From an optimization exercise on the open Yosys and OpenROAD flow, aimed at small area, a short achievable clock period and few clock cycles per item; shortcuts taken in it are not production practice.
The RTL was checked by simulation tests, not by an equivalence proof against the original design.
Power and IR drop assume default switching activity.

==> v16: inputs <==
Design booth, start of the top module:
module booth (
    input  wire        clk  ,
    input  wire        rst_n,
    input  wire [15:0] x    ,
    input  wire [15:0] y    ,
    input  wire        start,
    output wire [31:0] z    ,
    output wire        busy
);
Settings: LEC_CHECK=0, CAP_MARGIN=20, CORE_MARGIN=2, CORE_UTILIZATION=40, SLEW_MARGIN=20, SYNTH_HIERARCHICAL=1, SYNTH_MINIMUM_KEEP_SIZE=0; clock period 4.0 ns.
standard.sh (not shown) runs the stock make flow with config.mk's settings and CLKGATE_MAP_FILE= SYNTH_SCRIPT=/design/flow/synth_recipe.tcl, a recipe that flattens the netlist after the stock synthesis.
==> flow/flow/run.sh <==
#!/bin/bash
set -euo pipefail
export BUFFER_PORTS_ARGS="-buffer_cell sky130_fd_sc_hd__buf_2"
bash standard.sh > standard.log 2>&1
==> inputs of v19, as changes to v16 <==
==> flow/flow/run.sh (replaced) <==
#!/bin/bash
set -euo pipefail
export BUFFER_PORTS_ARGS="-buffer_cell sky130_fd_sc_hd__buf_1"
export PRE_FLOORPLAN_TCL="$PWD/flow/downsize.tcl"
bash standard.sh > standard.log 2>&1
==> flow/flow/downsize.tcl (new file) <==
# Start the layout from the smallest drive strength of each combinational
# cell that synthesis picked; timing repair later sizes up what it needs.
set db [ord::get_db]
set block [ord::get_db_block]
set n 0
foreach inst [$block getInsts] {
  set m [[$inst getMaster] getName]
  if {![regexp {^(sky130_fd_sc_hd__([a-z0-9]+))_([0-9]+)$} $m -> base short drive]} { continue }
  if {[regexp {^(s?e?df|dl|conb|tap|fill|decap|clk)} $short]} { continue }
  foreach d {0 1 2} {
    if {$d >= $drive} { break }
    set cand ${base}_$d
    set cm [$db findMaster $cand]
    if {$cm eq "NULL" || $cm eq ""} { continue }
    replace_cell [$inst getName] $cand
    incr n
    break
  }
}
puts "downsize.tcl: resized $n instances"
- CTS_BUF_LIST: not set -> sky130_fd_sc_hd__clkbuf_8
==> inputs of v24, as changes to v16 <==
==> flow/run.sh (new file) <==
#!/bin/bash
# synth_recipe.tcl (not shown) runs the flow's synth.tcl, then flattens the netlist and writes it again
# the make line also repeats each setting of config.mk as NAME=value (left out here)
make -C /OpenROAD-flow-scripts/flow DESIGN_CONFIG=/design/flow/config.mk WORK_HOME=/design/flow/orfs CLKGATE_MAP_FILE= SYNTH_SCRIPT=/design/flow/synth_recipe.tcl finish
- CORE_UTILIZATION: 40 -> 80
- PLACE_DENSITY: not set -> 0.9
removed: flow/flow/run.sh
removed: flow/standard.sh
==> inputs of v33, as changes to v16 <==
==> flow/flow/run.sh (replaced) <==
#!/bin/bash
set -euo pipefail
export RECOVER_POWER=50
bash standard.sh > standard.log 2>&1
==> qor summary <==
Synth Register Bits: v33 54; v16 54; v19 -; v24 54
Result of the run: v33 failed layout checks; v16 finished clean; v19 finished clean; v24 aborted with a tool error
Stage where the flow stopped: v33 -; v16 -; v19 -; v24 3_5_place_dp
Reasons for failing layout checks: v33 max-capacitance violations, max-slew violations; v16 -; v19 -; v24 -
Worst min-delay path endpoint: v33 qlo[0]; v16 qb[18]; v19 qb[18]; v24 -
Num CTS Buffers: v33 5; v16 5; v19 5; v24 -
Clock period minus worst slack: v33 3920 ps; v16 3900 ps; v19 3940 ps; v24 -
Setup slack at placement: v33 -737 ps; v16 -276 ps; v19 -509 ps; v24 -
Mux share of post-synthesis cell area: v33 0%; v16 0%; v19 -; v24 0%
Count of placed standard cells including taps: v33 1,127; v16 1,088; v19 1,033; v24 -
Final std cells w/o fill: v33 1,167; v16 1,097; v19 1,053; v24 -
Total die area: v33 22,400 sq um; v16 22,400 sq um; v19 20,200 sq um; v24 -
Post-synthesis instance area: v33 8500 sq um; v16 8500 sq um; v19 -; v24 8500 sq um
Layout Cell Area excl Fill: v33 11,700 sq um; v16 10,400 sq um; v19 9390 sq um; v24 -
DR vias: v33 6,161; v16 5,850; v19 5,864; v24 -
Post-detailed-route DRC marker count: v33 0; v16 0; v19 0; v24 -
Leakage power of the design: v33 0.00470 uW; v16 0.00413 uW; v19 0.00381 uW; v24 -
Wirelength, routed: v33 21,900 um; v16 20,700 um; v19 19,600 um; v24 -
P_sw: v33 3100 uW; v16 3000 uW; v19 2970 uW; v24 -
RSZ-0062 raised after global routing: v33 false; v16 false; v19 -; v24 -
Final hold viol count: v33 0; v16 0; v19 0; v24 -
Stages on the worst setup path: v33 12; v16 11; v19 16; v24 -
Core area: v33 21,000 sq um; v16 21,000 sq um; v19 18,700 sq um; v24 -
Post-synthesis xor/xnor area fraction: v33 18.0%; v16 18.0%; v19 -; v24 18.0%
Testbench counts of v16, summed over its fixed seeds: cycles 3,200, items 3,200.
Testbench counts of v19, summed over its fixed seeds: cycles 3,200, items 3,200.
Testbench counts of v24, summed over its fixed seeds: cycles 3,200, items 3,200.
Testbench counts of v33, summed over its fixed seeds: cycles 3,200, items 3,200.

---

==> inputs of build 46 <==
Another version of the RTL of booth (not shown whole).
Settings: LEC_CHECK=0, CAP_MARGIN=20, CORE_MARGIN=2, CORE_UTILIZATION=40, GPL_ROUTABILITY_DRIVEN=0, SLEW_MARGIN=20, SYNTH_HIERARCHICAL=1, SYNTH_MINIMUM_KEEP_SIZE=0; clock period 4.0 ns.
==> flow/flow/run.sh <==
#!/bin/bash
set -euo pipefail
export BUFFER_PORTS_ARGS="-buffer_cell sky130_fd_sc_hd__buf_2"
export PRE_FLOORPLAN_TCL="$PWD/flow/downsize.tcl"
bash standard.sh > standard.log 2>&1
==> flow/flow/downsize.tcl <==
# Start the layout from the smallest drive strength of each combinational
# cell that synthesis picked; timing repair later sizes up what it needs.
set db [ord::get_db]
set block [ord::get_db_block]
set n 0
foreach inst [$block getInsts] {
  set m [[$inst getMaster] getName]
  if {![regexp {^(sky130_fd_sc_hd__([a-z0-9]+))_([0-9]+)$} $m -> base short drive]} { continue }
  if {[regexp {^(s?e?df|dl|conb|tap|fill|decap|clk)} $short]} { continue }
  foreach d {0 1 2} {
    if {$d >= $drive} { break }
    set cand ${base}_$d
    set cm [$db findMaster $cand]
    if {$cm eq "NULL" || $cm eq ""} { continue }
    replace_cell [$inst getName] $cand
    incr n
    break
  }
}
puts "downsize.tcl: resized $n instances"
==> build 18: changes against build 46 <==
==> flow/flow/run.sh (replaced) <==
#!/bin/bash
set -euo pipefail
export BUFFER_PORTS_ARGS="-buffer_cell sky130_fd_sc_hd__buf_1"
export PRE_FLOORPLAN_TCL="$PWD/flow/downsize.tcl"
bash standard.sh > standard.log 2>&1
--- a/flow/config.mk
+++ b/flow/config.mk
@@ -8,7 +8,6 @@
 export CAP_MARGIN = 20
 export CORE_MARGIN = 2
 export CORE_UTILIZATION = 40
-export GPL_ROUTABILITY_DRIVEN = 0
 export SLEW_MARGIN = 20
 export SYNTH_HIERARCHICAL = 1
 export SYNTH_MINIMUM_KEEP_SIZE = 0
==> trial 79: changes against build 46 <==
--- a/flow/config.mk
+++ b/flow/config.mk
@@ -8,7 +8,6 @@
 export CAP_MARGIN = 20
 export CORE_MARGIN = 2
 export CORE_UTILIZATION = 40
-export GPL_ROUTABILITY_DRIVEN = 0
 export SLEW_MARGIN = 20
 export SYNTH_HIERARCHICAL = 1
 export SYNTH_MINIMUM_KEEP_SIZE = 0
==> summary.txt <==
- Build 46 passed the timing, DRC and antenna checks. Trial 79 ran to the end with no violations. Build 18 completed with no timing, DRC or antenna violations.
- Combinational power: build 18 is lower than trial 79 (about 1%).
- In synthesized cell count, build 18 and trial 79 do not differ.
- Of build 18 and build 46, build 18 has the higher cell area (gap 2.1%, measured against build 46).
- Total power: trial 79 is larger than build 18 (0.66%).
- In flip-flop and latch count, trial 79 and build 18 do not differ.
- Of trial 79 and build 18, trial 79 has the higher count of clock-buffer cells in the layout (gap 1).
Testbench counts of build 46, summed over its fixed seeds: cycles 3,200, items 3,200.
Testbench counts of build 18, summed over its fixed seeds: cycles 3,200, items 3,200.
Testbench counts of trial 79, summed over its fixed seeds: cycles 3,200, items 3,200.

## static timing again, ports no longer ideal
How much do the figures lean on ideal ports? The routed layouts below were timed once more, with nothing changed but the port constraints.
Step 1 (the two cells are an assumption about what drives the block):
set clk [get_ports {clk}]
set_driving_cell -lib_cell sky130_fd_sc_hd__clkbuf_16 $clk
set_driving_cell -lib_cell sky130_fd_sc_hd__buf_2 [delete_from_list [all_inputs] $clk]
Step 2 also shifts input and output timing later by t, the mid clock arrival at the registers, as if the neighbouring blocks saw the same clock.
Three values: ideal, step 1, step 2; two values: the first two.
| run | t (ns) | slack for setup (ns) | worst slew at a driven data input, ns |
|---|---|---|---|
| v16 | 0.354 | 0.101 / 0.109 / -0.245 | 0.05 |
| v19 | 0.369 | 0.055 / 0.053 / -0.316 | 0.05 |
| v33 | 0.351 | 0.084 / 0.099 / -0.252 | 0.05 |
| build 46 | 0.351 | 0.096 / 0.089 / -0.261 | 0.05 |
| build 18 | 0.349 | 0.061 / 0.075 / -0.274 | 0.04 |
| trial 79 | 0.340 | 0.139 / 0.153 / -0.187 | 0.04 |
The setup slack of v19, which loses most, moves by -0.002 ns with the drivers and by -0.371 ns with both steps.
